Context: an optimization exercise on an open-source flow, tuned for small area and a short achievable clock period. The choices shown serve that exercise and are no tape-out recipe. At most, simulation tests tie the RTL to the original design; equivalence was not proved. No driver is modelled on the clock port, so clock power and skew are understated where the tree is cut down; a real chip needs a root buffer or a tree. Power and IR drop assume default switching activity.

## the previous run
Design operator, start of the top module:
module operator (
    input logic rst,
    input logic clk,
    input logic [31:0] reg_addr,
    input logic [31:0] reg_wr_data,
    input logic reg_wr,
    input logic [31:0] a,
    input logic [31:0] b,
    input logic [31:0] c,
    output logic [63:0] z
);
Size: roughly 590 cells after synthesis, ~0.0066 sq mm of cells after synthesis.
==> module calculate, before the edit <==
module calculate (
    input logic rst,
    input logic clk,
    input logic [31:0] a,
    input logic [31:0] b,
    input logic [31:0] c,
    input logic neg_b,
    input logic neg_c,
    output logic [63:0] z
);
    localparam int W = 38;
    localparam int B1 = 16;
    localparam int B2 = 32;
    logic [31:0] bx, cx;
    logic [31:0] s1, cy1;
    logic nb1, nc1;
    logic [W-1:0] ra, rb;
    logic [W-1:0] p2, g2;
    logic [B1-1:0] u0;
    logic [B2-B1-1:0] u1;
    logic [W-B2-1:0] u2;
    logic c0, c1;
    logic [W-1:0] x2n;
    logic c0n, c1n;
    logic [B2-B1-1:0] v1;
    logic [W-B2-1:0] v2;
    logic carry2;
    logic [W-1:0] z3;
    logic rst1, rst12;
    assign bx = b ^ {32{neg_b}};
    assign cx = c ^ {32{neg_c}};
    always_ff @(posedge clk)
    begin
        s1  <= a ^ bx ^ cx;
        cy1 <= (a & bx) | (a & cx) | (bx & cx);
        nb1 <= neg_b;
        nc1 <= neg_c;
    end
    assign ra = {{(W-32){nb1 ^ nc1}}, s1};
    assign rb = {{(W-33){nb1 & nc1}}, cy1, nc1};
    assign p2 = ra ^ rb;
    assign g2 = {ra[W-1:1] & rb[W-1:1], (ra[0] & rb[0]) | (ra[0] & nb1) | (rb[0] & nb1)};
    prefix_carry #(.W(B1)) iblk0(.p(p2[B1-1:0]), .g(g2[B1-1:0]), .cin(nb1), .s(u0), .cout(c0));
    prefix_carry #(.W(B2-B1)) iblk1(.p(p2[B2-1:B1]), .g(g2[B2-1:B1]), .cin(1'b0), .s(u1), .cout(c1));
    prefix_carry #(.W(W-B2)) iblk2(.p(p2[W-1:B2]), .g(g2[W-1:B2]), .cin(1'b0), .s(u2), .cout());
    always_ff @(posedge clk)
    begin
        x2n <= ~{u2, u1, u0};
        c0n <= ~c0;
        c1n <= ~c1;
        rst1 <= rst;
        rst12 <= rst | rst1;
    end
    assign carry2 = ~c1n | (~c0n & (&(~x2n[B2-1:B1])));
    incrementer #(.W(B2-B1)) iinc1(.x(~x2n[B2-1:B1]), .cin(~c0n), .s(v1));
    incrementer #(.W(W-B2)) iinc2(.x(~x2n[W-1:B2]), .cin(carry2), .s(v2));
    always_ff @(posedge clk)
    begin
        if (rst | rst12)
            z3 <= '0;
        else
            z3 <= {v2, v1, ~x2n[B1-1:0]};
    end
    always_comb
    begin
        z[W-1:0] = z3;
        for (int i = W; i < 64; i++)
            z[i] = z3[34 + (i % (W-34))];
    end
endmodule
clock: 6.0 ns
lec_check: 0
abc_clock_period_in_ps: 1000
cap_margin: 20
core_margin: 2
core_utilization: 70
cts_buf_list: sky130_fd_sc_hd__clkbuf_4 sky130_fd_sc_hd__clkbuf_8
cts_cluster_diameter: 60
cts_cluster_size: 30
setup_slack_margin: 3.7
slew_margin: 20
standard.sh (not shown) runs the stock make flow with config.mk's settings and CLKGATE_MAP_FILE= SYNTH_SCRIPT=/design/flow/synth_recipe.tcl, a recipe that flattens the netlist after the stock synthesis.
==> flow/flow/run.sh <==
#!/bin/bash
# Standard ORFS layout, except that:
#  - the port buffers are small plain buffers (buffer_ports otherwise picks a
#    large delay cell for every port);
#  - the clock tree is two levels: the clock port drives a root clock
#    buffer, which drives six leaf buffers, each driving the flip-flops of
#    one sixth of the core (manual_cts.tcl).
set -euo pipefail
W=$(pwd)
bash standard.sh synth > "$W/make_synth.log" 2>&1
export BUFFER_PORTS_ARGS="-buffer_cell sky130_fd_sc_hd__buf_1"
export PRE_CTS_TCL="$W/flow/manual_cts.tcl"
bash standard.sh > "$W/make_layout.log" 2>&1
Other scripts of this flow, unchanged in this note and not shown: flow/flow/manual_cts.tcl
### the previous run -> the current run
==> flow/design.v, changed modules only <==
module calculate (
    input logic rst,
    input logic clk,
    input logic [31:0] a,
    input logic [31:0] b,
    input logic [31:0] c,
    input logic neg_b,
    input logic neg_c,
    output logic [63:0] z
);
    localparam int W = 38;
    localparam int B1 = 8;
    localparam int B2 = 22;
    logic [31:0] bx, cx;
    logic [31:0] s1, cy1;
    logic nb1, nc1;
    logic [W-1:0] ra, rb;
    logic [W-1:0] p2, g2;
    logic [B1-1:0] u0;
    logic [B2-B1-1:0] u1;
    logic [W-B2-1:0] u2;
    logic c0, c1;
    logic [W-1:0] x2n;
    logic c0n, c1n;
    logic [B2-B1-1:0] v1;
    logic [W-B2-1:0] v2;
    logic carry2;
    logic [W-1:0] z3;
    logic rst1, rst12;
    assign bx = b ^ {32{neg_b}};
    assign cx = c ^ {32{neg_c}};
    always_ff @(posedge clk)
    begin
        s1  <= a ^ bx ^ cx;
        cy1 <= (a & bx) | (a & cx) | (bx & cx);
        nb1 <= neg_b;
        nc1 <= neg_c;
    end
    assign ra = {{(W-32){nb1 ^ nc1}}, s1};
    assign rb = {{(W-33){nb1 & nc1}}, cy1, nc1};
    assign p2 = ra ^ rb;
    assign g2 = {ra[W-1:1] & rb[W-1:1], nb1 | (ra[0] & nc1)};
    prefix_carry #(.W(B1)) iblk0(.p(p2[B1-1:0]), .g(g2[B1-1:0]), .cin(nb1), .s(u0), .cout(c0));
    prefix_carry #(.W(B2-B1)) iblk1(.p(p2[B2-1:B1]), .g(g2[B2-1:B1]), .cin(1'b0), .s(u1), .cout(c1));
    prefix_carry #(.W(W-B2)) iblk2(.p(p2[W-1:B2]), .g(g2[W-1:B2]), .cin(1'b0), .s(u2), .cout());
    always_ff @(posedge clk)
    begin
        x2n <= ~{u2, u1, u0};
        c0n <= ~c0;
        c1n <= ~c1;
        rst1 <= rst;
        rst12 <= rst | rst1;
    end
    assign carry2 = ~c1n | (~c0n & (&(~x2n[B2-1:B1])));
    incrementer #(.W(B2-B1)) iinc1(.x(~x2n[B2-1:B1]), .cin(~c0n), .s(v1));
    incrementer #(.W(W-B2)) iinc2(.x(~x2n[W-1:B2]), .cin(carry2), .s(v2));
    always_ff @(posedge clk)
    begin
        if (rst | rst12)
            z3 <= '0;
        else
            z3 <= {v2, v1, ~x2n[B1-1:0]};
    end
    always_comb
    begin
        z[W-1:0] = z3;
        for (int i = W; i < 64; i++)
            z[i] = z3[34 + (i % (W-34))];
    end
endmodule
- Compared with the previous run, footprint of the multi-input gates in the current run increased by a few percent.
- Summary of the comparison: register bit count reported by yosys is higher in the current run, relative to the previous run.
- Going from the previous run to the current run, the total stage count of the critical path was found to have gone down by 4.
- The clock slew seen by the registers of the worst setup and hold paths of the current run and that of the previous run are within noise of each other.
- The half-perimeter wire length after detailed placement in the current run sits about 2.8% above the value recorded for the previous run.
- Compared with the previous run, the current run is hungrier on power.
- Looking at area of the mapped netlist across the current run and the previous run, the one that comes out lower is the previous run.
- The current run against the previous run: worst-case setup margin in the final layout went up 0.011 ns; leakage power total went up 0.015 nW; share of synthesized cell area in full adder, half adder and majority cells held.
The RTL of the current run was laid out without a check of its function. No run of this note takes its clock network from TritonCTS; it comes from the design's own scripts or RTL.

[re-timing with driven ports]
How much do the figures lean on ideal ports? The routed layouts below were timed once more, with nothing changed but the port constraints. Step 1: set_driving_cell puts a clkbuf_16 on clk and a buf_2 on each other input, an assumption about the parent block. Step 2 moves the port delays by t, midway between the first and last clock arrival at a register: inputs arrive t later, outputs are due t later. That takes back most of the time a late clock gives input paths. a / b / c = ideal / step 1 / step 2; a / b = the first two.
run | t, ns | slack for setup (ns) | worst setup path after step 2 | clock arrival spread, ns
the previous run | 0.384 | 3.750 / 3.750 / 3.547 | input to register | 0.007 / 0.006
the current run | 0.379 | 3.761 / 3.761 / 3.447 | input to register | 0.012 / 0.013
After both steps every run listed still meets setup and hold. For the current run, which loses most, drivers alone change the setup slack by 0.000 ns; drivers and shift together by -0.314 ns.
